What follows belongs to an exercise in optimizing a design on an open flow for small area; a production flow would make more cautious choices. RTL that was checked went through simulation tests only; none was proved equivalent to the original. No functional check of the RTL was part of run 1. No activity file was given, so power comes from the tool's default toggle rates.

==> flow/design.v, too long to show whole: its modules and the start of the top module <==
// module alu_top: 421 lines
// module alu_dec: 14 lines
// module alu_subdec: 3 lines
// module alu_pg: 6 lines
// module alu_nor2: 3 lines
// module alu_a21oi: 3 lines
// module alu_nor2b: 3 lines
// module alu_a22oi: 3 lines
// module alu_mux2: 3 lines
// module alu_xor2: 3 lines
// module alu_nand2: 3 lines
// module alu_a222oi: 3 lines
// module alu_a2bb2oi: 3 lines
// module alu_and2: 3 lines
// module alu_cnode: 3 lines
// module alu_slt: 3 lines
// module alu_muxa: 3 lines
// module alu_muxo: 3 lines
// module alu_inv5: 3 lines
// module alu_inv1: 3 lines
// module alu_fin: 6 lines
// module alu_bit0: 6 lines
// module alu_zero: 3 lines
// module alu_blkpre4: 12 lines
module alu_top(
    input clk, clear,
    input [31:0]alu_in0, alu_in1,
    input [3:0]control_signal,
    output reg [31:0]alu_out,
    output zero_flag
    );
  // ...
==> flow/flow/run.sh <==
#!/bin/bash
# Layout flow: the standard flow, with these changes in how the layout is made:
#  - synthesis maps with an area-oriented ABC script (strash; dch -f; amap -m)
#    and leaves adders to ABC (no separate full/half adder cells),
#  - port buffers use sky130_fd_sc_hd__buf_1,
#  - CTS uses small clock buffers and no dummy loads,
#  - floorplan removes synthesis buffers instead of sizing gates before placement.
# Each tool's output goes to a log file of its own in this folder.
set -uo pipefail
cp -r "$FLOW_HOME/scripts" scripts_mod
printf 'strash\ndch -f\namap -m\ntopo\n' > scripts_mod/abc_area.script
cp scripts_mod/abc_area.script scripts_mod/abc_speed.script
export REMOVE_ABC_BUFFERS=1
export BUFFER_PORTS_ARGS="-buffer_cell sky130_fd_sc_hd__buf_1"
export CTS_ARGS="-sink_clustering_enable -repair_clock_nets -dont_use_dummy_load -sink_clustering_size 32 -sink_clustering_max_diameter 300 -buf_list {sky130_fd_sc_hd__clkbuf_4}"
SCRIPTS_DIR="$PWD/scripts_mod" ADDER_MAP_FILE= bash standard.sh synth > synth.log 2>&1 || exit 1
bash standard.sh > layout.log 2>&1
==> flow/standard.sh <==
#!/bin/bash
# synth_recipe.tcl (not shown) runs the flow's synth.tcl, then flattens the netlist and writes it again
# the make line also repeats each setting of config.mk as NAME=value (left out here)
make -C /OpenROAD-flow-scripts/flow DESIGN_CONFIG=/design/flow/config.mk WORK_HOME=/design/flow/orfs CLKGATE_MAP_FILE= SYNTH_SCRIPT=/design/flow/synth_recipe.tcl "${@:-finish}"
==> flow/config.mk <==
export PLATFORM = sky130hd
export DESIGN_NAME = alu_top
export DESIGN_NICKNAME = alu_top
export VERILOG_FILES = /design/flow/design.v
export SDC_FILE = /design/flow/constraint.sdc
export NUM_CORES = 4
export LEC_CHECK = 0
export ABC_AREA = 1
export CAP_MARGIN = 10
export CORE_MARGIN = 2
export CORE_UTILIZATION = 40
export GPL_TIMING_DRIVEN = 0
export SLEW_MARGIN = 10
export SYNTH_HIERARCHICAL = 1
==> flow/constraint.sdc <==
create_clock -name core_clock -period 4.5 [get_ports {clk}]
set_input_delay 0.9000 -clock core_clock [delete_from_list [all_inputs] [get_ports {clk}]]
set_output_delay 0.9000 -clock core_clock [all_outputs]
set_load 0.01 [all_outputs]
==> summary.md, run 1 <==
| Metric | Value |
|---|---|
| Result of the run | complete, no violations |
| Worst slack on hold paths | 0.620 ns |
| Clock Tree Root | clkbuf_4 |
| IR drop worst, VDD | 0.151 mV |
| Start point of the critical path | alu_in1[0] |
| Overall via count from detail_route | 6,143 |
| Total standard cell area after synthesis | 0.00451 mm^2 |
| Non-filler cells, final | 908 |
| Kind of end point of the critical path | register |
| Clock transition at the registers of the reported paths | 0.11 ns |
| Number of sequential cells | 32 |
| Filler cell count in the final layout | around 1.2k |
| Overall power | 1.22 mW |
| Number of maximum-capacitance constraint violations | 0 |
| Share of layout cells above drive strength 1 | under 10% |
| Worst path setup slack after routing | about 0.22 ns |
| Global Route met3 Usage | 4.53% |
| Global-route wire length before repair | roughly 29 mm |
| Combinational Power | 727 uW |
| # clk buffers | 5 |
| Sink Count | 32 |
| Required time worst endpoint | around 4.7 ns |
| Switching power | 586 uW |
| Area occupied by multi-input gates | 0.00373 mm^2 |
| Layout net count | 840 |
| Relative contribution of sequential cells to total power | 28.4% |
| Routed Antenna Nets | 0 |
| Power in sequential cells | between 300 and 400 uW |
| Maximum number of pins on one net before global-route repair | 39 |
| FP Rows | 38 |
| Total number of yosys warnings | 7 |
| Critical Setup Path Class | input port to register |
| Vert. Die Dim | between 100 and 150 um |
| Share of synthesized area occupied by flip-flops and latches | 17.8% |
| Maximum fanout along the worst path | 34 |
| Uppermost metal layer occupied by signal nets | met4 |
| Top cells by area in the synthesized netlist | dfrtp_1 18%, a22oi_1 17%, a21oi_1 14% |
| LEAKAGE | 2.07 nW |
| Met2 Use GR | 52.7% |
==> module alu_dec, before the edit <==
module alu_dec(input [3:0] op, input a31, output sub, k_p, k_c, k_g,
               output k_r, k_l, k_u, k_s, left, fill);
    wire lo = ~op[3];
    alu_subdec u_sub(.op(op), .sub(sub));                             
    assign k_c = lo & ~op[2] & ~op[1];                                
    assign k_g = lo & ~op[2] & op[1];                                 
    assign k_p = lo & ((~op[2] & ~op[1]) | (~op[2] & op[0]) | (op[2] & ~op[1] & ~op[0]));  
    assign k_r = lo & op[2] & op[1];                                  
    assign k_l = lo & op[2] & ~op[1] & op[0];                         
    assign k_u = op[3] & ~op[2] & ~op[1] & ~op[0];                    
    assign k_s = op[3] & ~op[2] & ~op[1] & op[0];                     
    assign left = ~op[1];                                             
    assign fill = op[1] & op[0] & a31;                                
endmodule
==> run 2, diff against run 1 <==
--- a/flow/design.v
+++ b/flow/design.v
@@ -2,19 +2,19 @@
     input clk, clear,
     input [31:0]alu_in0, alu_in1,
     input [3:0]control_signal,
     output reg [31:0]alu_out,
     output zero_flag
     );
     wire [31:0] a = alu_in0;
     wire [31:0] b = alu_in1;
-    wire sub, k_p, k_c, k_g, k_r, k_l, k_u, k_s, left, leftn, fill;
+    wire sub, k_p, k_c, k_cn, k_g, k_r, k_l, k_u, k_s, left, leftn, fill;
     alu_dec u_dec(.op(control_signal), .a31(a[31]), .sub(sub), .k_p(k_p),
-        .k_c(k_c), .k_g(k_g), .k_r(k_r), .k_l(k_l),
+        .k_c(k_c), .k_cn(k_cn), .k_g(k_g), .k_r(k_r), .k_l(k_l),
         .k_u(k_u), .k_s(k_s), .left(left), .fill(fill));
     assign leftn = control_signal[1];
     wire [31:0] p, g;
     wire [32:0] c;
     alu_pg u_pg0(.a(a[0]), .b(b[0]), .sub(sub), .p(p[0]), .g(g[0]));
     alu_pg u_pg1(.a(a[1]), .b(b[1]), .sub(sub), .p(p[1]), .g(g[1]));
     alu_pg u_pg2(.a(a[2]), .b(b[2]), .sub(sub), .p(p[2]), .g(g[2]));
     alu_pg u_pg3(.a(a[3]), .b(b[3]), .sub(sub), .p(p[3]), .g(g[3]));
@@ -42,132 +42,232 @@
     alu_pg u_pg25(.a(a[25]), .b(b[25]), .sub(sub), .p(p[25]), .g(g[25]));
     alu_pg u_pg26(.a(a[26]), .b(b[26]), .sub(sub), .p(p[26]), .g(g[26]));
     alu_pg u_pg27(.a(a[27]), .b(b[27]), .sub(sub), .p(p[27]), .g(g[27]));
     alu_pg u_pg28(.a(a[28]), .b(b[28]), .sub(sub), .p(p[28]), .g(g[28]));
     alu_pg u_pg29(.a(a[29]), .b(b[29]), .sub(sub), .p(p[29]), .g(g[29]));
     alu_pg u_pg30(.a(a[30]), .b(b[30]), .sub(sub), .p(p[30]), .g(g[30]));
     alu_pg u_pg31(.a(a[31]), .b(b[31]), .sub(sub), .p(p[31]), .g(g[31]));
     assign c[0] = sub;
-    wire [3:0] GG0, PP0;
-    assign GG0[0] = g[0];
-    assign PP0[0] = p[0];
-    alu_blkpre4 u_gp0(.p(p[3:0]), .g(g[3:0]), .G(GG0[3:1]), .P(PP0[3:1]));
-    wire G0 = GG0[3];
-    wire P0 = PP0[3];
-    alu_cnode u_ci0_0(.G(GG0[0]), .P(PP0[0]), .cin(c[0]), .cout(c[1]));
-    alu_cnode u_ci0_1(.G(GG0[1]), .P(PP0[1]), .cin(c[0]), .cout(c[2]));
-    alu_cnode u_ci0_2(.G(GG0[2]), .P(PP0[2]), .cin(c[0]), .cout(c[3]));
-    wire [3:0] GG1, PP1;
-    assign GG1[0] = g[4];
-    assign PP1[0] = p[4];
-    alu_blkpre4 u_gp1(.p(p[7:4]), .g(g[7:4]), .G(GG1[3:1]), .P(PP1[3:1]));
-    wire G1 = GG1[3];
-    wire P1 = PP1[3];
-    alu_cnode u_ci1_0(.G(GG1[0]), .P(PP1[0]), .cin(c[4]), .cout(c[5]));
-    alu_cnode u_ci1_1(.G(GG1[1]), .P(PP1[1]), .cin(c[4]), .cout(c[6]));
-    alu_cnode u_ci1_2(.G(GG1[2]), .P(PP1[2]), .cin(c[4]), .cout(c[7]));
-    wire [3:0] GG2, PP2;
-    assign GG2[0] = g[8];
-    assign PP2[0] = p[8];
-    alu_blkpre4 u_gp2(.p(p[11:8]), .g(g[11:8]), .G(GG2[3:1]), .P(PP2[3:1]));
-    wire G2 = GG2[3];
-    wire P2 = PP2[3];
-    alu_cnode u_ci2_0(.G(GG2[0]), .P(PP2[0]), .cin(c[8]), .cout(c[9]));
-    alu_cnode u_ci2_1(.G(GG2[1]), .P(PP2[1]), .cin(c[8]), .cout(c[10]));
-    alu_cnode u_ci2_2(.G(GG2[2]), .P(PP2[2]), .cin(c[8]), .cout(c[11]));
-    wire [3:0] GG3, PP3;
-    assign GG3[0] = g[12];
-    assign PP3[0] = p[12];
-    alu_blkpre4 u_gp3(.p(p[15:12]), .g(g[15:12]), .G(GG3[3:1]), .P(PP3[3:1]));
-    wire G3 = GG3[3];
-    wire P3 = PP3[3];
-    alu_cnode u_ci3_0(.G(GG3[0]), .P(PP3[0]), .cin(c[12]), .cout(c[13]));
-    alu_cnode u_ci3_1(.G(GG3[1]), .P(PP3[1]), .cin(c[12]), .cout(c[14]));
-    alu_cnode u_ci3_2(.G(GG3[2]), .P(PP3[2]), .cin(c[12]), .cout(c[15]));
-    wire [3:0] GG4, PP4;
-    assign GG4[0] = g[16];
-    assign PP4[0] = p[16];
-    alu_blkpre4 u_gp4(.p(p[19:16]), .g(g[19:16]), .G(GG4[3:1]), .P(PP4[3:1]));
-    wire G4 = GG4[3];
-    wire P4 = PP4[3];
-    alu_cnode u_ci4_0(.G(GG4[0]), .P(PP4[0]), .cin(c[16]), .cout(c[17]));
-    alu_cnode u_ci4_1(.G(GG4[1]), .P(PP4[1]), .cin(c[16]), .cout(c[18]));
-    alu_cnode u_ci4_2(.G(GG4[2]), .P(PP4[2]), .cin(c[16]), .cout(c[19]));
-    wire [3:0] GG5, PP5;
-    assign GG5[0] = g[20];
-    assign PP5[0] = p[20];
-    alu_blkpre4 u_gp5(.p(p[23:20]), .g(g[23:20]), .G(GG5[3:1]), .P(PP5[3:1]));
-    wire G5 = GG5[3];
-    wire P5 = PP5[3];
-    alu_cnode u_ci5_0(.G(GG5[0]), .P(PP5[0]), .cin(c[20]), .cout(c[21]));
-    alu_cnode u_ci5_1(.G(GG5[1]), .P(PP5[1]), .cin(c[20]), .cout(c[22]));
-    alu_cnode u_ci5_2(.G(GG5[2]), .P(PP5[2]), .cin(c[20]), .cout(c[23]));
-    wire [3:0] GG6, PP6;
-    assign GG6[0] = g[24];
-    assign PP6[0] = p[24];
-    alu_blkpre4 u_gp6(.p(p[27:24]), .g(g[27:24]), .G(GG6[3:1]), .P(PP6[3:1]));
-    wire G6 = GG6[3];
-    wire P6 = PP6[3];
-    alu_cnode u_ci6_0(.G(GG6[0]), .P(PP6[0]), .cin(c[24]), .cout(c[25]));
-    alu_cnode u_ci6_1(.G(GG6[1]), .P(PP6[1]), .cin(c[24]), .cout(c[26]));
-    alu_cnode u_ci6_2(.G(GG6[2]), .P(PP6[2]), .cin(c[24]), .cout(c[27]));
-    wire [3:0] GG7, PP7;
-    assign GG7[0] = g[28];
-    assign PP7[0] = p[28];
-    alu_blkpre4 u_gp7(.p(p[31:28]), .g(g[31:28]), .G(GG7[3:1]), .P(PP7[3:1]));
-    wire G7 = GG7[3];
-    wire P7 = PP7[3];
-    alu_cnode u_ci7_0(.G(GG7[0]), .P(PP7[0]), .cin(c[28]), .cout(c[29]));
-    alu_cnode u_ci7_1(.G(GG7[1]), .P(PP7[1]), .cin(c[28]), .cout(c[30]));
-    alu_cnode u_ci7_2(.G(GG7[2]), .P(PP7[2]), .cin(c[28]), .cout(c[31]));
-    wire BG_1_0;
-    alu_cnode u_BG_1_0(.G(G0), .P(P0), .cin(sub), .cout(BG_1_0));
-    wire BG_3_2;
-    alu_cnode u_BG_3_2(.G(G2), .P(P2), .cin(G1), .cout(BG_3_2));
-    wire BP_3_2;
-    alu_and2 u_BP_3_2(.a(P2), .b(P1), .y(BP_3_2));
-    wire BG_5_4;
-    alu_cnode u_BG_5_4(.G(G4), .P(P4), .cin(G3), .cout(BG_5_4));
-    wire BP_5_4;
-    alu_and2 u_BP_5_4(.a(P4), .b(P3), .y(BP_5_4));
-    wire BG_7_6;
-    alu_cnode u_BG_7_6(.G(G6), .P(P6), .cin(G5), .cout(BG_7_6));
-    wire BP_7_6;
-    alu_and2 u_BP_7_6(.a(P6), .b(P5), .y(BP_7_6));
-    wire BG_2_0;
-    alu_cnode u_BG_2_0(.G(G1), .P(P1), .cin(BG_1_0), .cout(BG_2_0));
-    wire BG_3_0;
-    alu_cnode u_BG_3_0(.G(BG_3_2), .P(BP_3_2), .cin(BG_1_0), .cout(BG_3_0));
-    wire BG_6_4;
-    alu_cnode u_BG_6_4(.G(G5), .P(P5), .cin(BG_5_4), .cout(BG_6_4));
-    wire BP_6_4;
-    alu_and2 u_BP_6_4(.a(P5), .b(BP_5_4), .y(BP_6_4));
-    wire BG_7_4;
-    alu_cnode u_BG_7_4(.G(BG_7_6), .P(BP_7_6), .cin(BG_5_4), .cout(BG_7_4));
-    wire BP_7_4;
-    alu_and2 u_BP_7_4(.a(BP_7_6), .b(BP_5_4), .y(BP_7_4));
-    wire BG_4_0;
-    alu_cnode u_BG_4_0(.G(G3), .P(P3), .cin(BG_3_0), .cout(BG_4_0));
-    wire BG_5_0;
-    alu_cnode u_BG_5_0(.G(BG_5_4), .P(BP_5_4), .cin(BG_3_0), .cout(BG_5_0));
-    wire BG_6_0;
-    alu_cnode u_BG_6_0(.G(BG_6_4), .P(BP_6_4), .cin(BG_3_0), .cout(BG_6_0));
-    wire BG_7_0;
-    alu_cnode u_BG_7_0(.G(BG_7_4), .P(BP_7_4), .cin(BG_3_0), .cout(BG_7_0));
-    wire BG_8_0;
-    alu_cnode u_BG_8_0(.G(G7), .P(P7), .cin(BG_7_0), .cout(BG_8_0));
-    assign c[4] = BG_1_0;
-    assign c[8] = BG_2_0;
-    assign c[12] = BG_3_0;
-    assign c[16] = BG_4_0;
-    assign c[20] = BG_5_0;
-    assign c[24] = BG_6_0;
-    assign c[28] = BG_7_0;
-    assign c[32] = BG_8_0;
+    wire c1_0;
+    alu_c1 u_c1(.a(a[0]), .b(b[0]), .sub(sub), .c(c1_0));
+    wire G1;
+    alu_a21oi u_G1(.a1(p[1]), .a2(c1_0), .b1(g[1]), .y(G1));
+    wire G2;
+    alu_a21oi u_G2(.a1(p[3]), .a2(g[2]), .b1(g[3]), .y(G2));
+    wire P3;
+    alu_nand2 u_P3(.a(p[3]), .b(p[2]), .y(P3));
+    wire G4;
+    alu_a21oi u_G4(.a1(p[5]), .a2(g[4]), .b1(g[5]), .y(G4));
+    wire P5;
+    alu_nand2 u_P5(.a(p[5]), .b(p[4]), .y(P5));
+    wire G6;
+    alu_a21oi u_G6(.a1(p[7]), .a2(g[6]), .b1(g[7]), .y(G6));
+    wire P7;
+    alu_nand2 u_P7(.a(p[7]), .b(p[6]), .y(P7));
+    wire G8;
+    alu_a21oi u_G8(.a1(p[9]), .a2(g[8]), .b1(g[9]), .y(G8));
+    wire P9;
+    alu_nand2 u_P9(.a(p[9]), .b(p[8]), .y(P9));
+    wire G10;
+    alu_a21oi u_G10(.a1(p[11]), .a2(g[10]), .b1(g[11]), .y(G10));
+    wire P11;
+    alu_nand2 u_P11(.a(p[11]), .b(p[10]), .y(P11));
+    wire G12;
+    alu_a21oi u_G12(.a1(p[13]), .a2(g[12]), .b1(g[13]), .y(G12));
+    wire P13;
+    alu_nand2 u_P13(.a(p[13]), .b(p[12]), .y(P13));
+    wire G14;
+    alu_a21oi u_G14(.a1(p[15]), .a2(g[14]), .b1(g[15]), .y(G14));
+    wire P15;
+    alu_nand2 u_P15(.a(p[15]), .b(p[14]), .y(P15));
+    wire G16;
+    alu_a21oi u_G16(.a1(p[17]), .a2(g[16]), .b1(g[17]), .y(G16));
+    wire P17;
+    alu_nand2 u_P17(.a(p[17]), .b(p[16]), .y(P17));
+    wire G18;
+    alu_a21oi u_G18(.a1(p[19]), .a2(g[18]), .b1(g[19]), .y(G18));
+    wire P19;
+    alu_nand2 u_P19(.a(p[19]), .b(p[18]), .y(P19));
+    wire G20;
+    alu_a21oi u_G20(.a1(p[21]), .a2(g[20]), .b1(g[21]), .y(G20));
+    wire P21;
+    alu_nand2 u_P21(.a(p[21]), .b(p[20]), .y(P21));
+    wire G22;
+    alu_a21oi u_G22(.a1(p[23]), .a2(g[22]), .b1(g[23]), .y(G22));
+    wire P23;
+    alu_nand2 u_P23(.a(p[23]), .b(p[22]), .y(P23));
+    wire G24;
+    alu_a21oi u_G24(.a1(p[25]), .a2(g[24]), .b1(g[25]), .y(G24));
+    wire P25;
+    alu_nand2 u_P25(.a(p[25]), .b(p[24]), .y(P25));
+    wire G26;
+    alu_a21oi u_G26(.a1(p[27]), .a2(g[26]), .b1(g[27]), .y(G26));
+    wire P27;
+    alu_nand2 u_P27(.a(p[27]), .b(p[26]), .y(P27));
+    wire G28;
+    alu_a21oi u_G28(.a1(p[29]), .a2(g[28]), .b1(g[29]), .y(G28));
+    wire P29;
+    alu_nand2 u_P29(.a(p[29]), .b(p[28]), .y(P29));
+    wire G30;
+    alu_a21oi u_G30(.a1(p[31]), .a2(g[30]), .b1(g[31]), .y(G30));
+    wire P31;
+    alu_nand2 u_P31(.a(p[31]), .b(p[30]), .y(P31));
+    wire G32;
+    alu_o21ai u_G32(.a1(P3), .a2(G1), .b1(G2), .y(G32));
+    wire G33;
+    alu_o21ai u_G33(.a1(P7), .a2(G4), .b1(G6), .y(G33));
+    wire P34;
+    alu_nor2 u_P34(.a(P7), .b(P5), .y(P34));
+    wire G35;
+    alu_o21ai u_G35(.a1(P11), .a2(G8), .b1(G10), .y(G35));
+    wire P36;
+    alu_nor2 u_P36(.a(P11), .b(P9), .y(P36));
+    wire G37;
+    alu_o21ai u_G37(.a1(P15), .a2(G12), .b1(G14), .y(G37));
+    wire P38;
+    alu_nor2 u_P38(.a(P15), .b(P13), .y(P38));
+    wire G39;
+    alu_o21ai u_G39(.a1(P19), .a2(G16), .b1(G18), .y(G39));
+    wire P40;
+    alu_nor2 u_P40(.a(P19), .b(P17), .y(P40));
+    wire G41;
+    alu_o21ai u_G41(.a1(P23), .a2(G20), .b1(G22), .y(G41));
+    wire P42;
+    alu_nor2 u_P42(.a(P23), .b(P21), .y(P42));
+    wire G43;
+    alu_o21ai u_G43(.a1(P27), .a2(G24), .b1(G26), .y(G43));
+    wire P44;
+    alu_nor2 u_P44(.a(P27), .b(P25), .y(P44));
+    wire G45;
+    alu_o21ai u_G45(.a1(P31), .a2(G28), .b1(G30), .y(G45));
+    wire P46;
+    alu_nor2 u_P46(.a(P31), .b(P29), .y(P46));
+    wire G47;
+    alu_a21oi u_G47(.a1(P34), .a2(G32), .b1(G33), .y(G47));
+    wire G48;
+    alu_a21oi u_G48(.a1(P38), .a2(G35), .b1(G37), .y(G48));
+    wire P49;
+    alu_nand2 u_P49(.a(P38), .b(P36), .y(P49));
+    wire G50;
+    alu_a21oi u_G50(.a1(P42), .a2(G39), .b1(G41), .y(G50));
+    wire P51;
+    alu_nand2 u_P51(.a(P42), .b(P40), .y(P51));
+    wire G52;
+    alu_a21oi u_G52(.a1(P46), .a2(G43), .b1(G45), .y(G52));
+    wire P53;
+    alu_nand2 u_P53(.a(P46), .b(P44), .y(P53));
+    wire G54;
+    alu_o21ai u_G54(.a1(P49), .a2(G47), .b1(G48), .y(G54));
+    wire G55;
+    alu_o21ai u_G55(.a1(P53), .a2(G50), .b1(G52), .y(G55));
+    wire P56;
+    alu_nor2 u_P56(.a(P53), .b(P51), .y(P56));
+    wire G57;
+    alu_a21oi u_G57(.a1(P56), .a2(G54), .b1(G55), .y(G57));
+    wire ni58;
+    alu_inv1 u_ni58(.a(G54), .y(ni58));
+    wire G59;
+    alu_o21ai u_G59(.a1(P51), .a2(ni58), .b1(G50), .y(G59));
+    wire ni60;
+    alu_inv1 u_ni60(.a(G47), .y(ni60));
+    wire G61;
+    alu_a21oi u_G61(.a1(P36), .a2(ni60), .b1(G35), .y(G61));
+    wire G62;
+    alu_a21oi u_G62(.a1(P40), .a2(G54), .b1(G39), .y(G62));
+    wire G63;
+    alu_a21oi u_G63(.a1(P44), .a2(G59), .b1(G43), .y(G63));
+    wire ni64;
+    alu_inv1 u_ni64(.a(G32), .y(ni64));
+    wire G65;
+    alu_o21ai u_G65(.a1(P5), .a2(ni64), .b1(G4), .y(G65));
+    wire G66;
+    alu_o21ai u_G66(.a1(P9), .a2(G47), .b1(G8), .y(G66));
+    wire G67;
+    alu_o21ai u_G67(.a1(P13), .a2(G61), .b1(G12), .y(G67));
+    wire G68;
+    alu_o21ai u_G68(.a1(P17), .a2(ni58), .b1(G16), .y(G68));
+    wire G69;
+    alu_o21ai u_G69(.a1(P21), .a2(G62), .b1(G20), .y(G69));
+    wire ni70;
+    alu_inv1 u_ni70(.a(G59), .y(ni70));
+    wire G71;
+    alu_o21ai u_G71(.a1(P25), .a2(ni70), .b1(G24), .y(G71));
+    wire G72;
+    alu_o21ai u_G72(.a1(P29), .a2(G63), .b1(G28), .y(G72));
+    wire ni73;
+    alu_inv1 u_ni73(.a(G1), .y(ni73));
+    wire G74;
+    alu_a21oi u_G74(.a1(p[2]), .a2(ni73), .b1(g[2]), .y(G74));
+    wire G75;
+    alu_a21oi u_G75(.a1(p[4]), .a2(G32), .b1(g[4]), .y(G75));
+    wire G76;
+    alu_a21oi u_G76(.a1(p[6]), .a2(G65), .b1(g[6]), .y(G76));
+    wire G77;
+    alu_a21oi u_G77(.a1(p[8]), .a2(ni60), .b1(g[8]), .y(G77));
+    wire G78;
+    alu_a21oi u_G78(.a1(p[10]), .a2(G66), .b1(g[10]), .y(G78));
+    wire ni79;
+    alu_inv1 u_ni79(.a(G61), .y(ni79));
+    wire G80;
+    alu_a21oi u_G80(.a1(p[12]), .a2(ni79), .b1(g[12]), .y(G80));
+    wire G81;
+    alu_a21oi u_G81(.a1(p[14]), .a2(G67), .b1(g[14]), .y(G81));
+    wire G82;
+    alu_a21oi u_G82(.a1(p[16]), .a2(G54), .b1(g[16]), .y(G82));
+    wire G83;
+    alu_a21oi u_G83(.a1(p[18]), .a2(G68), .b1(g[18]), .y(G83));
+    wire ni84;
+    alu_inv1 u_ni84(.a(G62), .y(ni84));
+    wire G85;
+    alu_a21oi u_G85(.a1(p[20]), .a2(ni84), .b1(g[20]), .y(G85));
+    wire G86;
+    alu_a21oi u_G86(.a1(p[22]), .a2(G69), .b1(g[22]), .y(G86));
+    wire G87;
+    alu_a21oi u_G87(.a1(p[24]), .a2(G59), .b1(g[24]), .y(G87));
+    wire G88;
+    alu_a21oi u_G88(.a1(p[26]), .a2(G71), .b1(g[26]), .y(G88));
+    wire ni89;
+    alu_inv1 u_ni89(.a(G63), .y(ni89));
+    wire G90;
+    alu_a21oi u_G90(.a1(p[28]), .a2(ni89), .b1(g[28]), .y(G90));
+    wire G91;
+    alu_a21oi u_G91(.a1(p[30]), .a2(G72), .b1(g[30]), .y(G91));
+    assign c[1] = c1_0;
+    assign c[2] = G1;
+    assign c[3] = G74;
+    assign c[4] = G32;
+    assign c[5] = G75;
+    assign c[6] = G65;
+    assign c[7] = G76;
+    assign c[8] = G47;
+    assign c[9] = G77;
+    assign c[10] = G66;
+    assign c[11] = G78;
+    assign c[12] = G61;
+    assign c[13] = G80;
+    assign c[14] = G67;
+    assign c[15] = G81;
+    assign c[16] = G54;
+    assign c[17] = G82;
+    assign c[18] = G68;
+    assign c[19] = G83;
+    assign c[20] = G62;
+    assign c[21] = G85;
+    assign c[22] = G69;
+    assign c[23] = G86;
+    assign c[24] = G59;
+    assign c[25] = G87;
+    assign c[26] = G71;
+    assign c[27] = G88;
+    assign c[28] = G63;
+    assign c[29] = G90;
+    assign c[30] = G72;
+    assign c[31] = G91;
+    assign c[32] = G57;
     wire [31:0] s0;
     alu_muxa u_rv0(.d0(a[0]), .d1(a[31]), .s(left), .sn(leftn), .yn(s0[0]));
     alu_muxa u_rv1(.d0(a[1]), .d1(a[30]), .s(left), .sn(leftn), .yn(s0[1]));
     alu_muxa u_rv2(.d0(a[2]), .d1(a[29]), .s(left), .sn(leftn), .yn(s0[2]));
     alu_muxa u_rv3(.d0(a[3]), .d1(a[28]), .s(left), .sn(leftn), .yn(s0[3]));
     alu_muxa u_rv4(.d0(a[4]), .d1(a[27]), .s(left), .sn(leftn), .yn(s0[4]));
     alu_muxa u_rv5(.d0(a[5]), .d1(a[26]), .s(left), .sn(leftn), .yn(s0[5]));
     alu_muxa u_rv6(.d0(a[6]), .d1(a[25]), .s(left), .sn(leftn), .yn(s0[6]));
@@ -373,62 +473,63 @@
     alu_muxo u_s4_26(.d0n(s4[26]), .d1n(s4[30]), .s(sh[2]), .sn(shn[2]), .y(s5[26]));
     alu_muxo u_s4_27(.d0n(s4[27]), .d1n(s4[31]), .s(sh[2]), .sn(shn[2]), .y(s5[27]));
     alu_a21oi u_s4_28(.a1(shn[2]), .a2(s4[28]), .b1(q4), .y(s5[28]));
     alu_a21oi u_s4_29(.a1(shn[2]), .a2(s4[29]), .b1(q4), .y(s5[29]));
     alu_a21oi u_s4_30(.a1(shn[2]), .a2(s4[30]), .b1(q4), .y(s5[30]));
     alu_a21oi u_s4_31(.a1(shn[2]), .a2(s4[31]), .b1(q4), .y(s5[31]));
     wire [31:0] res;
     wire f0;
-    alu_bit0 u_bit0(.f(f0), .p31(p[31]), .c32(c[32]), .k_u(k_u), .k_s(k_s), .y(res[0]));
+    alu_bit0n u_bit0(.f(f0), .p31(p[31]), .c32n(c[32]), .k_u(k_u), .k_s(k_s), .y(res[0]));
     alu_fin u_fin0(.p(p[0]), .c(c[0]), .g(g[0]), .sr(s5[0]), .sl(s5[31]), .k_p(k_p), .k_c(k_c), .k_g(k_g), .k_r(k_r), .k_l(k_l), .y(f0));
     alu_fin u_fin1(.p(p[1]), .c(c[1]), .g(g[1]), .sr(s5[1]), .sl(s5[30]), .k_p(k_p), .k_c(k_c), .k_g(k_g), .k_r(k_r), .k_l(k_l), .y(res[1]));
-    alu_fin u_fin2(.p(p[2]), .c(c[2]), .g(g[2]), .sr(s5[2]), .sl(s5[29]), .k_p(k_p), .k_c(k_c), .k_g(k_g), .k_r(k_r), .k_l(k_l), .y(res[2]));
-    alu_fin u_fin3(.p(p[3]), .c(c[3]), .g(g[3]), .sr(s5[3]), .sl(s5[28]), .k_p(k_p), .k_c(k_c), .k_g(k_g), .k_r(k_r), .k_l(k_l), .y(res[3]));
+    alu_finn u_fin2(.p(p[2]), .cn(c[2]), .g(g[2]), .sr(s5[2]), .sl(s5[29]), .k_p(k_p), .k_cn(k_cn), .k_g(k_g), .k_r(k_r), .k_l(k_l), .y(res[2]));
+    alu_finn u_fin3(.p(p[3]), .cn(c[3]), .g(g[3]), .sr(s5[3]), .sl(s5[28]), .k_p(k_p), .k_cn(k_cn), .k_g(k_g), .k_r(k_r), .k_l(k_l), .y(res[3]));
     alu_fin u_fin4(.p(p[4]), .c(c[4]), .g(g[4]), .sr(s5[4]), .sl(s5[27]), .k_p(k_p), .k_c(k_c), .k_g(k_g), .k_r(k_r), .k_l(k_l), .y(res[4]));
-    alu_fin u_fin5(.p(p[5]), .c(c[5]), .g(g[5]), .sr(s5[5]), .sl(s5[26]), .k_p(k_p), .k_c(k_c), .k_g(k_g), .k_r(k_r), .k_l(k_l), .y(res[5]));
+    alu_finn u_fin5(.p(p[5]), .cn(c[5]), .g(g[5]), .sr(s5[5]), .sl(s5[26]), .k_p(k_p), .k_cn(k_cn), .k_g(k_g), .k_r(k_r), .k_l(k_l), .y(res[5]));
     alu_fin u_fin6(.p(p[6]), .c(c[6]), .g(g[6]), .sr(s5[6]), .sl(s5[25]), .k_p(k_p), .k_c(k_c), .k_g(k_g), .k_r(k_r), .k_l(k_l), .y(res[6]));
-    alu_fin u_fin7(.p(p[7]), .c(c[7]), .g(g[7]), .sr(s5[7]), .sl(s5[24]), .k_p(k_p), .k_c(k_c), .k_g(k_g), .k_r(k_r), .k_l(k_l), .y(res[7]));
-    alu_fin u_fin8(.p(p[8]), .c(c[8]), .g(g[8]), .sr(s5[8]), .sl(s5[23]), .k_p(k_p), .k_c(k_c), .k_g(k_g), .k_r(k_r), .k_l(k_l), .y(res[8]));
-    alu_fin u_fin9(.p(p[9]), .c(c[9]), .g(g[9]), .sr(s5[9]), .sl(s5[22]), .k_p(k_p), .k_c(k_c), .k_g(k_g), .k_r(k_r), .k_l(k_l), .y(res[9]));
+    alu_finn u_fin7(.p(p[7]), .cn(c[7]), .g(g[7]), .sr(s5[7]), .sl(s5[24]), .k_p(k_p), .k_cn(k_cn), .k_g(k_g), .k_r(k_r), .k_l(k_l), .y(res[7]));
+    alu_finn u_fin8(.p(p[8]), .cn(c[8]), .g(g[8]), .sr(s5[8]), .sl(s5[23]), .k_p(k_p), .k_cn(k_cn), .k_g(k_g), .k_r(k_r), .k_l(k_l), .y(res[8]));
+    alu_finn u_fin9(.p(p[9]), .cn(c[9]), .g(g[9]), .sr(s5[9]), .sl(s5[22]), .k_p(k_p), .k_cn(k_cn), .k_g(k_g), .k_r(k_r), .k_l(k_l), .y(res[9]));
     alu_fin u_fin10(.p(p[10]), .c(c[10]), .g(g[10]), .sr(s5[10]), .sl(s5[21]), .k_p(k_p), .k_c(k_c), .k_g(k_g), .k_r(k_r), .k_l(k_l), .y(res[10]));
-    alu_fin u_fin11(.p(p[11]), .c(c[11]), .g(g[11]), .sr(s5[11]), .sl(s5[20]), .k_p(k_p), .k_c(k_c), .k_g(k_g), .k_r(k_r), .k_l(k_l), .y(res[11]));
-    alu_fin u_fin12(.p(p[12]), .c(c[12]), .g(g[12]), .sr(s5[12]), .sl(s5[19]), .k_p(k_p), .k_c(k_c), .k_g(k_g), .k_r(k_r), .k_l(k_l), .y(res[12]));
-    alu_fin u_fin13(.p(p[13]), .c(c[13]), .g(g[13]), .sr(s5[13]), .sl(s5[18]), .k_p(k_p), .k_c(k_c), .k_g(k_g), .k_r(k_r), .k_l(k_l), .y(res[13]));
+    alu_finn u_fin11(.p(p[11]), .cn(c[11]), .g(g[11]), .sr(s5[11]), .sl(s5[20]), .k_p(k_p), .k_cn(k_cn), .k_g(k_g), .k_r(k_r), .k_l(k_l), .y(res[11]));
+    alu_finn u_fin12(.p(p[12]), .cn(c[12]), .g(g[12]), .sr(s5[12]), .sl(s5[19]), .k_p(k_p), .k_cn(k_cn), .k_g(k_g), .k_r(k_r), .k_l(k_l), .y(res[12]));
+    alu_finn u_fin13(.p(p[13]), .cn(c[13]), .g(g[13]), .sr(s5[13]), .sl(s5[18]), .k_p(k_p), .k_cn(k_cn), .k_g(k_g), .k_r(k_r), .k_l(k_l), .y(res[13]));
     alu_fin u_fin14(.p(p[14]), .c(c[14]), .g(g[14]), .sr(s5[14]), .sl(s5[17]), .k_p(k_p), .k_c(k_c), .k_g(k_g), .k_r(k_r), .k_l(k_l), .y(res[14]));
-    alu_fin u_fin15(.p(p[15]), .c(c[15]), .g(g[15]), .sr(s5[15]), .sl(s5[16]), .k_p(k_p), .k_c(k_c), .k_g(k_g), .k_r(k_r), .k_l(k_l), .y(res[15]));
+    alu_finn u_fin15(.p(p[15]), .cn(c[15]), .g(g[15]), .sr(s5[15]), .sl(s5[16]), .k_p(k_p), .k_cn(k_cn), .k_g(k_g), .k_r(k_r), .k_l(k_l), .y(res[15]));
     alu_fin u_fin16(.p(p[16]), .c(c[16]), .g(g[16]), .sr(s5[16]), .sl(s5[15]), .k_p(k_p), .k_c(k_c), .k_g(k_g), .k_r(k_r), .k_l(k_l), .y(res[16]));
-    alu_fin u_fin17(.p(p[17]), .c(c[17]), .g(g[17]), .sr(s5[17]), .sl(s5[14]), .k_p(k_p), .k_c(k_c), .k_g(k_g), .k_r(k_r), .k_l(k_l), .y(res[17]));
+    alu_finn u_fin17(.p(p[17]), .cn(c[17]), .g(g[17]), .sr(s5[17]), .sl(s5[14]), .k_p(k_p), .k_cn(k_cn), .k_g(k_g), .k_r(k_r), .k_l(k_l), .y(res[17]));
     alu_fin u_fin18(.p(p[18]), .c(c[18]), .g(g[18]), .sr(s5[18]), .sl(s5[13]), .k_p(k_p), .k_c(k_c), .k_g(k_g), .k_r(k_r), .k_l(k_l), .y(res[18]));
-    alu_fin u_fin19(.p(p[19]), .c(c[19]), .g(g[19]), .sr(s5[19]), .sl(s5[12]), .k_p(k_p), .k_c(k_c), .k_g(k_g), .k_r(k_r), .k_l(k_l), .y(res[19]));
-    alu_fin u_fin20(.p(p[20]), .c(c[20]), .g(g[20]), .sr(s5[20]), .sl(s5[11]), .k_p(k_p), .k_c(k_c), .k_g(k_g), .k_r(k_r), .k_l(k_l), .y(res[20]));
-    alu_fin u_fin21(.p(p[21]), .c(c[21]), .g(g[21]), .sr(s5[21]), .sl(s5[10]), .k_p(k_p), .k_c(k_c), .k_g(k_g), .k_r(k_r), .k_l(k_l), .y(res[21]));
+    alu_finn u_fin19(.p(p[19]), .cn(c[19]), .g(g[19]), .sr(s5[19]), .sl(s5[12]), .k_p(k_p), .k_cn(k_cn), .k_g(k_g), .k_r(k_r), .k_l(k_l), .y(res[19]));
+    alu_finn u_fin20(.p(p[20]), .cn(c[20]), .g(g[20]), .sr(s5[20]), .sl(s5[11]), .k_p(k_p), .k_cn(k_cn), .k_g(k_g), .k_r(k_r), .k_l(k_l), .y(res[20]));
+    alu_finn u_fin21(.p(p[21]), .cn(c[21]), .g(g[21]), .sr(s5[21]), .sl(s5[10]), .k_p(k_p), .k_cn(k_cn), .k_g(k_g), .k_r(k_r), .k_l(k_l), .y(res[21]));
     alu_fin u_fin22(.p(p[22]), .c(c[22]), .g(g[22]), .sr(s5[22]), .sl(s5[9]), .k_p(k_p), .k_c(k_c), .k_g(k_g), .k_r(k_r), .k_l(k_l), .y(res[22]));
-    alu_fin u_fin23(.p(p[23]), .c(c[23]), .g(g[23]), .sr(s5[23]), .sl(s5[8]), .k_p(k_p), .k_c(k_c), .k_g(k_g), .k_r(k_r), .k_l(k_l), .y(res[23]));
+    alu_finn u_fin23(.p(p[23]), .cn(c[23]), .g(g[23]), .sr(s5[23]), .sl(s5[8]), .k_p(k_p), .k_cn(k_cn), .k_g(k_g), .k_r(k_r), .k_l(k_l), .y(res[23]));
     alu_fin u_fin24(.p(p[24]), .c(c[24]), .g(g[24]), .sr(s5[24]), .sl(s5[7]), .k_p(k_p), .k_c(k_c), .k_g(k_g), .k_r(k_r), .k_l(k_l), .y(res[24]));
-    alu_fin u_fin25(.p(p[25]), .c(c[25]), .g(g[25]), .sr(s5[25]), .sl(s5[6]), .k_p(k_p), .k_c(k_c), .k_g(k_g), .k_r(k_r), .k_l(k_l), .y(res[25]));
+    alu_finn u_fin25(.p(p[25]), .cn(c[25]), .g(g[25]), .sr(s5[25]), .sl(s5[6]), .k_p(k_p), .k_cn(k_cn), .k_g(k_g), .k_r(k_r), .k_l(k_l), .y(res[25]));
     alu_fin u_fin26(.p(p[26]), .c(c[26]), .g(g[26]), .sr(s5[26]), .sl(s5[5]), .k_p(k_p), .k_c(k_c), .k_g(k_g), .k_r(k_r), .k_l(k_l), .y(res[26]));
-    alu_fin u_fin27(.p(p[27]), .c(c[27]), .g(g[27]), .sr(s5[27]), .sl(s5[4]), .k_p(k_p), .k_c(k_c), .k_g(k_g), .k_r(k_r), .k_l(k_l), .y(res[27]));
-    alu_fin u_fin28(.p(p[28]), .c(c[28]), .g(g[28]), .sr(s5[28]), .sl(s5[3]), .k_p(k_p), .k_c(k_c), .k_g(k_g), .k_r(k_r), .k_l(k_l), .y(res[28]));
-    alu_fin u_fin29(.p(p[29]), .c(c[29]), .g(g[29]), .sr(s5[29]), .sl(s5[2]), .k_p(k_p), .k_c(k_c), .k_g(k_g), .k_r(k_r), .k_l(k_l), .y(res[29]));
+    alu_finn u_fin27(.p(p[27]), .cn(c[27]), .g(g[27]), .sr(s5[27]), .sl(s5[4]), .k_p(k_p), .k_cn(k_cn), .k_g(k_g), .k_r(k_r), .k_l(k_l), .y(res[27]));
+    alu_finn u_fin28(.p(p[28]), .cn(c[28]), .g(g[28]), .sr(s5[28]), .sl(s5[3]), .k_p(k_p), .k_cn(k_cn), .k_g(k_g), .k_r(k_r), .k_l(k_l), .y(res[28]));
+    alu_finn u_fin29(.p(p[29]), .cn(c[29]), .g(g[29]), .sr(s5[29]), .sl(s5[2]), .k_p(k_p), .k_cn(k_cn), .k_g(k_g), .k_r(k_r), .k_l(k_l), .y(res[29]));
     alu_fin u_fin30(.p(p[30]), .c(c[30]), .g(g[30]), .sr(s5[30]), .sl(s5[1]), .k_p(k_p), .k_c(k_c), .k_g(k_g), .k_r(k_r), .k_l(k_l), .y(res[30]));
-    alu_fin u_fin31(.p(p[31]), .c(c[31]), .g(g[31]), .sr(s5[31]), .sl(s5[0]), .k_p(k_p), .k_c(k_c), .k_g(k_g), .k_r(k_r), .k_l(k_l), .y(res[31]));
+    alu_finn u_fin31(.p(p[31]), .cn(c[31]), .g(g[31]), .sr(s5[31]), .sl(s5[0]), .k_p(k_p), .k_cn(k_cn), .k_g(k_g), .k_r(k_r), .k_l(k_l), .y(res[31]));
     alu_zero u_zero(.x(alu_out), .z(zero_flag));
     always @(posedge clk or posedge clear) begin
         if (clear)
             alu_out <= 32'b0;
         else
             alu_out <= res;
     end
 endmodule
-module alu_dec(input [3:0] op, input a31, output sub, k_p, k_c, k_g,
+module alu_dec(input [3:0] op, input a31, output sub, k_p, k_c, k_cn, k_g,
                output k_r, k_l, k_u, k_s, left, fill);
     wire lo = ~op[3];
     alu_subdec u_sub(.op(op), .sub(sub));                             
     assign k_c = lo & ~op[2] & ~op[1];                                
+    assign k_cn = ~k_c;
     assign k_g = lo & ~op[2] & op[1];                                 
     assign k_p = lo & ((~op[2] & ~op[1]) | (~op[2] & op[0]) | (op[2] & ~op[1] & ~op[0]));  
     assign k_r = lo & op[2] & op[1];                                  
     assign k_l = lo & op[2] & ~op[1] & op[0];                         
     assign k_u = op[3] & ~op[2] & ~op[1] & ~op[0];                    
     assign k_s = op[3] & ~op[2] & ~op[1] & op[0];                     
     assign left = ~op[1];                                             
     assign fill = op[1] & op[0] & a31;                                
@@ -491,29 +592,35 @@
     assign y = ~a;
 endmodule
 module alu_fin(input p, c, g, sr, sl, k_p, k_c, k_g, k_r, k_l, output y);
     wire ln, rn;
     alu_a222oi u_l(.a1(p), .a2(k_p), .b1(sr), .b2(k_r), .c1(sl), .c2(k_l), .y(ln));
     alu_a22oi u_r(.a1(g), .a2(k_g), .b1(c), .b2(k_c), .y(rn));
     alu_xor2 u_y(.a(ln), .b(rn), .y(y));
 endmodule
+module alu_bit0n(input f, p31, c32n, k_u, k_s, output y);
+    wire t0, t1;
+    assign t1 = f | (k_s & ~p31);
+    assign t0 = f | k_u | (k_s & p31);
+    alu_mux2 u_m(.a0(t1), .a1(t0), .s(c32n), .y(y));
+endmodule
+module alu_c1(input a, b, sub, output c);
+    assign c = sub ? (a | ~b) : (a & b);
+endmodule
+module alu_o21ai(input a1, a2, b1, output y);
+    assign y = ~((a1 | a2) & b1);
+endmodule
+module alu_finn(input p, cn, g, sr, sl, k_p, k_cn, k_g, k_r, k_l, output y);
+    wire ln, rn;
+    alu_a222oi u_l(.a1(p), .a2(k_p), .b1(sr), .b2(k_r), .c1(sl), .c2(k_l), .y(ln));
+    alu_a2bb2oi u_r(.a1n(cn), .a2n(k_cn), .b1(g), .b2(k_g), .y(rn));
+    alu_xor2 u_y(.a(ln), .b(rn), .y(y));
+endmodule
 module alu_bit0(input f, p31, c32, k_u, k_s, output y);
     wire t0, t1;
     assign t1 = f | (k_s & ~p31);
     assign t0 = f | k_u | (k_s & p31);
     alu_mux2 u_m(.a0(t0), .a1(t1), .s(c32), .y(y));
 endmodule
 module alu_zero(input [31:0] x, output z);
     assign z = ~|x;
 endmodule
-module alu_blkpre4(input [3:0] p, g, output [3:1] G, P);
-    wire [3:0] gg, pp;
-    assign gg[0] = g[0];
-    assign pp[0] = p[0];
-    genvar i;
-    generate for (i = 1; i < 4; i = i + 1) begin : g_c
-        alu_cnode u_g(.G(g[i]), .P(p[i]), .cin(gg[i-1]), .cout(gg[i]));
-        alu_and2 u_p(.a(p[i]), .b(pp[i-1]), .y(pp[i]));
-    end endgenerate
-    assign G = gg[3:1];
-    assign P = pp[3:1];
-endmodule
==> flow/config.mk (replaced) <==
export PLATFORM = sky130hd
export DESIGN_NAME = alu_top
export DESIGN_NICKNAME = alu_top
export VERILOG_FILES = /design/flow/design.v
export SDC_FILE = /design/flow/constraint.sdc
export NUM_CORES = 4
export LEC_CHECK = 0
export ABC_AREA = 1
export CAP_MARGIN = 0
export CORE_MARGIN = 2
export CORE_UTILIZATION = 40
export GPL_TIMING_DRIVEN = 0
export SLEW_MARGIN = 0
export SYNTH_HIERARCHICAL = 1
==> summary.md, run 2 <==
| Metric | Value |
|---|---|
| Result of the run | complete, no violations |
| Layout net count | 861 (+2.5%) |
| Register containing the most flip-flops in the final layout | alu_out |
| Async set or reset register ratio after synthesis | 100% |
| Required time worst endpoint | 4.70 ns (about the same) |
| Number of synthesized flops with an enable pin | 0 |
| Final-report setup violation count | 0 |
| Number of inserted diodes | 0 |
| Sink Count | 32 (unchanged) |
| Maximum fanout along the worst path | 19 (-44%) |
| Critical Setup Path Class | input port to register |
| Most instantiated library cell after synthesis | a21oi_1 |
| FP Rows | 37 (-2.6%) |
| Most common cell after layout, fill and taps aside | a21oi_1 |
| Share of synthesized area occupied by flip-flops and latches | 18.5% (+0.77 points) |
| Clock Tree Root | clkbuf_4 |
| Fraction of the mapped netlist area in compound gates | 59.3% |
| Design internal power | 605 uW |
| Mean area per synthesized cell | 6.49 um^2 |
| Share of layout cells above drive strength 1 | 5.32% (+0.11 points) |
| Setup TNS | 0 ns |
| Number of maximum-capacitance constraint violations | 0 (unchanged) |
| Routed Antenna Nets | 0 (unchanged) |
| Count of routing violations after the opening detailed-route iteration | approximately 800 |
| Clock period minus final worst setup slack | 4.22 ns |
| IR drop worst, VDD | 0.138 mV (-8.7%) |
| Total standard cell area after synthesis | 0.00432 mm^2 (-4.1%) |
| Vert. Die Dim | 108 um (-2.0%) |
| Detailed Place HPWL | between 10 and 15 mm |
| Drt pass-1 iters | 7 |
| Routed Wire Length | 19.1 mm |
| Number of antenna violations at the first check in global routing | 0 |
| Area of placed instances | ~0.0050 mm^2 |
| Yosys cell types | 19 |
| Power Density | 230 mW/mm^2 |
| Post-DR wirelength/cell | 20.7 um |
| Setup repair after global routing missed its margin | false |
| Overall via count from detail_route | 6,226 (+1.4%) |
| DRC viols | 0 |
| Clk pwr share | 12.3% |
| Net switching share of the total power | 49.4% |
| Non-filler cells, final | 925 (+1.9%) |
| Hold bufs inserted after CTS | 0 |
| Maximum number of pins on one net before global-route repair | 40 (+2.6%) |
| Clock transition at the registers of the reported paths | 0.10 ns (about the same) |
| Port Buf Inserts | a little over 100 |
| Hold Crit Class | input port to asynchronous set/reset pin |
| TritonCTS clock tree | yes |
| Relative contribution of sequential cells to total power | 29.0% (+0.6 points) |
| Worst setup SP type | input port |
| Via count of the first global-routing pass | between 5k and 6k |
| Filler cell count in the final layout | 1,087 (-5.7%) |
| Portion of netlist area occupied by mux cells | 0.521% |
| Standard cell core area | 0.0104 mm^2 |
| Floorplan die width | 108 um |
| Main combinational cell family by area after synthesis | compound AO/OA/AOI/OAI gates |
| Total grt overflow | 0 |
| LEAKAGE | 1.69 nW (-18%) |
| Dominant register cell in the synthesized netlist | dfrtp_1 |
| Global-route usage over all layers | a little under a third |
| CP arrival | 4.43 ns |
| Max reg flops | 32 |
| Longest Clk Path Bufs | 2 |
| Area occupied by multi-input gates | 0.00353 mm^2 (-5.3%) |
| I/O pin count | 103 |
| Simple-Gate Fraction of Synth Area | 19.9% |
| Number of hold violations in the final report | 0 |
| Number of max-slew violations in the final report | 0 |
| Total Die Area | 0.0117 mm^2 |
| Initial Utilization | ~41% |
| Worst-margin pin slew | 0.960 ns |
| Adder-cell share of the synthesized area | 0% |
| Number of flip-flops and latches in the synthesized netlist | 32 |
| Combinational share of power | 58.7% |
| Synth-to-Final Area Change | 20.0% |
| Yosys top cell by area | a21oi_1 |
| Flip-flop and latch area | 801 um^2 |
| Final standard cell area without fillers | 0.00519 mm^2 |
| H-tree depth | 2 |
| Commonest cells after routing, fill and taps aside | 185 x a21oi_1, 131 x nor2_1, 96 x buf_1 |
| Max Fclk | between 200 and 250 MHz |
| Slew HR | around 36% |
| Switching power | 590 uW (+0.71%) |
| Number of buffers created by CTS | 5 |
| Top cells by area in the synthesized netlist | a21oi_1 22%, dfrtp_1 19%, a22oi_1 15% |
| Kind of end point of the critical path | register |
| Regs by FF count | alu_out (32) |
| Total number of yosys warnings | 7 (unchanged) |
| Xor/xnor share of the synthesized area | 0% |
| Post-placement cell count | 914 |
| Commonest cells in the synthesized netlist | 186 x a21oi_1, 132 x nor2_1, 89 x o22ai_1 |
| Fraction of post-synthesis cell area in the top cell type by area | 21.5% |
| Routability congestion estimate from global placement | 0.963 |
| Vias/cell | between 6 and 7 |
| Cells after synthesis | 666 |
| Global-route wire length before repair | 28.9 mm (+1.3%) |
| Post-route fraction of the period consumed by the critical path | 93.8% |
## run 2: cell types whose count changed after synthesis, sizes merged, moves of 9 or more
cell	delta
clkinv	+9
a22oi	-20
o21ai	+18
a21oi	+59
a21o	-61
and2	-29
nand2	+18
nor2	+28
## run 2: timing repair
item / in CTS / in global routing
pin swaps: 2 / 0
gates cloned: 2 / 0
buffers inserted: 1 / 3
setup endpoints to repair: 32 / 10
gates resized for setup: 19 / 9
## run 2: kinds of logic after synthesis
group / after synthesis
muxes: 2
buffers and inverters: 21
AOI/OAI and AO/OA: 413
and+or+nand+nor: 198
DFF: 32
## run 2: routing by layer
metal	vias up	GRT usage (%)	share of wire [%]
li1	2972	-	-
met1	2884	41.4	41
met2	337	55.5	48
met3	33	3.56	8.2
met4	0	9.71	2.7
met5	-	0	0
## run 2: cell type report
type | count | area share, %
clock buffers | 5 | 0.724
inverters | 21 | 1.74
multi-input cells | 614 | 68.1
flip-flops and latches | 32 | 15.4
well taps | 136 | 3.28
repair buffers | 116 | 10.6
repair inverters | 1 | 0.0724
## run 2: worst paths after layout
kind,from,endpoint,depth (start not counted)
max,alu_in1[4],alu_out[31],18
min,clear,alu_out[25],2
max in group asynchronous,clear,alu_out[19],2
min in group core_clock,alu_in0[23],alu_out[23],4
## run 2: stage by stage
step	setup slack, ns	utilization, %	power [mW]	hold WS (ns)
finish	0.278	49.8	1.20	0.644
global route	0.0278	49.8	1.28	0.709
floorplan	-1.62	-	0.769	0.879
CTS	0.0816	49.4	1.18	0.719
detailed placement	-1.80	48.3	1.01	1.09
global placement	-5.22	46.8	1.00	1.07
## run 2: power by group through the flow
stage                     Combinational [mW]  Sequential (mW)  Clock, mW
after detailed placement               0.662            0.353          0
after global routing                   0.763            0.353      0.164
after global placement                 0.650            0.351          0
after CTS                              0.677            0.347      0.154
final                                  0.701            0.347      0.147
after floorplan                        0.399            0.370          0
## run 2: per-module statistics from Yosys (local to each module, per instance), excerpt
module      flip-flops and latches  cells inside  times used
alu_muxo                         0             1          89
alu_c1                           0             1           1
alu_bit0n                        0             3           1
alu_o21ai                        0             1          18
alu_inv5                         0             5           1
alu_xor2                         0             2          96
alu_mux2                         0             1           1
alu_zero                         0            11           1
alu_subdec                       0             2           1
alu_nor2                         0             1          13
alu_a22oi                        0             1          12
alu_top                         32            33           1
## run 2: critical path: stages
cell      delay (ns)
buf_1           0.69
nor2_1          0.11
a21oi_1         0.19
a21oi_1         0.15
nor2b_1         0.21
a21oi_1         0.12
o21ai_0         0.22
a21oi_2         0.12
o21ai_4         0.27
clkinv_1        0.22
o21ai_2         0.33
a21oi_1         0.16
o21ai_0         0.24
a21oi_1         0.11
nor2_1          0.10
a21oi_1         0.08
nor2_1          0.13
a21oi_1         0.06
==> run 3, diff against run 2 <==
--- a/flow/config.mk
+++ b/flow/config.mk
@@ -8,3 +8,3 @@
 export ABC_AREA = 1
-export CAP_MARGIN = 0
+export CAP_MARGIN = 10
 export CORE_MARGIN = 2
@@ -12,3 +12,3 @@
 export GPL_TIMING_DRIVEN = 0
-export SLEW_MARGIN = 0
+export SLEW_MARGIN = 10
 export SYNTH_HIERARCHICAL = 1
==> summary.md, run 3 <==
| Metric | Value |
|---|---|
| Worst-margin pin slew | 0.957 ns (-0.00226 ns) |
| Post-route fraction of the period consumed by the critical path | 95.0% (+1.2 points) |
| Final-report setup violation count | 0 (unchanged) |
| Yosys cell types | 19 (unchanged) |
| Required time worst endpoint | 4.70 ns (about the same) |
| Worst setup SP type | input port |
| CP arrival | 4.47 ns (+0.04 ns) |
| Overall via count from detail_route | 6,232 (+0.096%) |
| Vias/cell | 6.76 (+0.42%) |
| LEAKAGE | 1.67 nW (-1.0%) |
| Dominant register cell in the synthesized netlist | dfrtp_1 |
| Number of flip-flops and latches in the synthesized netlist | 32 (unchanged) |
| Filler cell count in the final layout | 1,118 (+2.9%) |
| Hold Crit Class | input port to asynchronous set/reset pin |
| Power Density | 232 mW/mm^2 (+0.56%) |
| Routed Antenna Nets | 0 (unchanged) |
| Maximum fanout along the worst path | 36 (+17) |
| Clock period minus final worst setup slack | 4.28 ns (+0.0542 ns) |
| Mean area per synthesized cell | 6.49 um^2 (unchanged) |
| Initial Utilization | 41.5% (unchanged) |
| Net switching share of the total power | 49.4% (+0.055 points) |
| Post-DR wirelength/cell | 20.8 um (+0.61%) |
| Number of buffers created by CTS | 5 (unchanged) |
| Drt pass-1 iters | 7 (unchanged) |
| Detailed Place HPWL | 14.5 mm (+0.37%) |
| Clk pwr share | 12.4% (about the same) |
| Critical Setup Path Class | input port to register |
| Synth-to-Final Area Change | 19.3% |
| Most instantiated library cell after synthesis | a21oi_1 |
| Fraction of post-synthesis cell area in the top cell type by area | 21.5% (unchanged) |
| H-tree depth | 2 (unchanged) |
| Flip-flop and latch area | 801 um^2 (unchanged) |
| Global-route usage over all layers | 32.0% (+0.14 points) |
| Total grt overflow | 0 (unchanged) |
| Area occupied by multi-input gates | 0.00353 mm^2 (unchanged) |
| Slew HR | 36.2% (+0.15 points) |
| Max reg flops | 32 (unchanged) |
| Routed Wire Length | 19.2 mm (+0.29%) |
| Register containing the most flip-flops in the final layout | alu_out |
| Longest Clk Path Bufs | 2 (unchanged) |
| Regs by FF count | alu_out (32) |
| Number of inserted diodes | 0 (unchanged) |
| Commonest cells after routing, fill and taps aside | 185 x a21oi_1, 131 x nor2_1, 97 x buf_1 |
| FP Rows | 37 (unchanged) |
| Via count of the first global-routing pass | 5,582 (+0.81%) |
| DRC viols | 0 (unchanged) |
| Total standard cell area after synthesis | 0.00432 mm^2 (unchanged) |
| Number of antenna violations at the first check in global routing | 0 (unchanged) |
| Top cells by area in the synthesized netlist | a21oi_1 22%, dfrtp_1 19%, a22oi_1 15% |
| Maximum number of pins on one net before global-route repair | 40 (unchanged) |
| Start point of the critical path | control_signal[0] |
| Routability congestion estimate from global placement | 0.963 (unchanged) |
| Result of the run | complete, no violations |
| Layout net count | 858 (-0.35%) |
| Combinational share of power | 58.6% (about the same) |
| Commonest cells in the synthesized netlist | 186 x a21oi_1, 132 x nor2_1, 89 x o22ai_1 |
| Non-filler cells, final | 922 (-0.32%) |
| Most common cell after layout, fill and taps aside | a21oi_1 |
| Port Buf Inserts | 102 (unchanged) |
| Async set or reset register ratio after synthesis | 100% (unchanged) |
| Number of maximum-capacitance constraint violations | 0 (unchanged) |
| Number of synthesized flops with an enable pin | 0 (unchanged) |
| Setup TNS | 0 ns (unchanged) |
| Number of hold violations in the final report | 0 (unchanged) |
| Post-placement cell count | 914 (unchanged) |
| Kind of end point of the critical path | register |
| Number of max-slew violations in the final report | 0 (unchanged) |
| Cells after synthesis | 666 (unchanged) |
| Total Die Area | 0.0117 mm^2 (unchanged) |
| Yosys top cell by area | a21oi_1 |
| Count of routing violations after the opening detailed-route iteration | 894 (+15%) |
| Relative contribution of sequential cells to total power | 29.0% (about the same) |
| Clock transition at the registers of the reported paths | 0.11 ns (about the same) |
| Floorplan die width | 108 um (unchanged) |
| I/O pin count | 103 (unchanged) |
| Sink Count | 32 (unchanged) |
| Standard cell core area | 0.0104 mm^2 (unchanged) |
| Global-route wire length before repair | 29.0 mm (+0.60%) |
| Clock Tree Root | clkbuf_4 |
| Total number of yosys warnings | 7 (unchanged) |
| Design internal power | 604 uW (-0.17%) |
| TritonCTS clock tree | yes |
| Max Fclk | 234 MHz (-1.3%) |
| IR drop worst, VDD | 0.134 mV (-2.4%) |
| Setup repair after global routing missed its margin | false |
| Vert. Die Dim | 108 um (unchanged) |
| Switching power | 590 uW (about the same) |
| Share of synthesized area occupied by flip-flops and latches | 18.5% (unchanged) |
| Share of layout cells above drive strength 1 | 4.96% (-0.36 points) |
## run 3: cell counts after synthesis
No cell type changed its count.
## run 3: cell type report
class | instances | area share, %
timing repair buffer | 114 | 10.1
clock buffer | 5 | 0.728
multi-input combinational | 614 | 68.5
inverter | 21 | 1.77
tap | 136 | 3.30
sequential | 32 | 15.5
## run 3: Yosys stat by module (local to each module, per instance), excerpt
module | copies in the design | flip-flops and latches
alu_inv5 | 1 | 0
alu_a22oi | 12 | 0
alu_c1 | 1 | 0
alu_mux2 | 1 | 0
alu_zero | 1 | 0
alu_subdec | 1 | 0
alu_a222oi | 32 | 0
alu_bit0n | 1 | 0
alu_dec | 1 | 0
alu_nor2 | 13 | 0
alu_muxa | 72 | 0
alu_muxo | 89 | 0
alu_xor2 | 96 | 0
alu_a21oi | 70 | 0
## run 3: logic make-up (layout without fill, tap and decap cells)
kind of cell / after synthesis / after routing / synth area share (%)
simple gates: 198 / 198 / 19.9
compound gates: 413 / 414 / 59.3
buf+inv: 21 / 140 / 1.82
flops: 32 / 32 / 18.5
mux: 2 / 2 / 0.521
## run 3: final timing paths
| path | endpoint | slack (ns) | cells past startpoint |
|---|---|---|---|
| setup / recovery | alu_out[31] | 0.22 | 19 |
| hold / removal | alu_out[25] | 0.64 | 2 |
| max in group asynchronous | alu_out[19] | 3.39 | 2 |
| min in group core_clock | alu_out[7] | 1.14 | 4 |
## run 3: through the flow
stage                     util, %  total power, mW  hold slack, ns  instance area (um^2)  worst slack, ns
final                        49.5             1.19           0.643                  5150            0.224
after global routing         49.5             1.28           0.708                  5150           0.0168
after CTS                    49.2             1.18           0.725                  5130            0.121
after detailed placement     48.3             1.01            1.09                  5030            -1.80
after global placement       46.8             1.00            1.07                  4870            -5.22
after floorplan                 -            0.769           0.879                  4320            -1.62
## run 3: power groups by stage
stage | registers, mW | clock network, mW | logic [mW]
2_1_floorplan | 0.370 | 0 | 0.399
3_3_place_gp | 0.351 | 0 | 0.650
3_5_place_dp | 0.353 | 0 | 0.662
4_1_cts | 0.348 | 0.155 | 0.676
5_1_grt | 0.352 | 0.166 | 0.761
6_report | 0.347 | 0.148 | 0.699
## run 3: worst max-delay path, stage by stage
cell      delay (ns)
buf_1           0.26
clkinv_1        0.32
o21bai_4        0.27
buf_12          0.22
nor2_1          0.06
a21oi_1         0.28
nand2_1         0.12
o21ai_2         0.25
a21oi_2         0.16
o21ai_2         0.21
clkinv_1        0.20
o21ai_2         0.34
a21oi_1         0.15
o21ai_0         0.24
a21oi_1         0.10
nor2_1          0.10
a21oi_1         0.08
nor2_1          0.14
a21oi_1         0.05
## run 3: what timing repair did
action,4_1_cts,5_1_grt
hold endpoints to repair,0,0
pin swaps,2,0
buffers inserted,2,0
gates cloned,1,0
hold buffers,0,0
resized for setup,14,7
setup endpoints to repair,32,10
## run 3: metal layers
| layer | track usage, % | share of wire (%) |
|---|---|---|
| met3 | 5.55 | 8.9 |
| met2 | 52.5 | 46 |
| met1 | 41.1 | 41 |
| met5 | 0 | 0 |
| met4 | 14.3 | 4.7 |

[re-timing with driven ports]
No port has a modelled driver above. Below, the same layouts with a new extraction and two added sets of constraints.
Step 1 assumes that a clkbuf_16 drives the clock port and a buf_2 every other input.
Step 2, shift: input delay + t, output delay - t, t = (earliest + latest rising clock arrival at the registers) / 2. This alone moves slack from input paths to output paths.
Slacks: ideal / step 1 / step 2; pairs: ideal / step 1.
| run | t (ns) | setup slack, ns | clock arrival spread, ns |
|---|---|---|---|
| run 1 | 0.369 | 0.215 / 0.224 / -0.145 | 0.023 / 0.024 |
| run 2 | 0.357 | 0.278 / 0.282 / -0.075 | 0.011 / 0.010 |
| run 3 | 0.356 | 0.224 / 0.234 / -0.122 | 0.015 / 0.016 |
Met with ideal ports but missed after step 2: setup timing in every run listed. The setup slack of run 1, which loses most, moves by +0.009 ns with the drivers and by -0.360 ns with both steps.
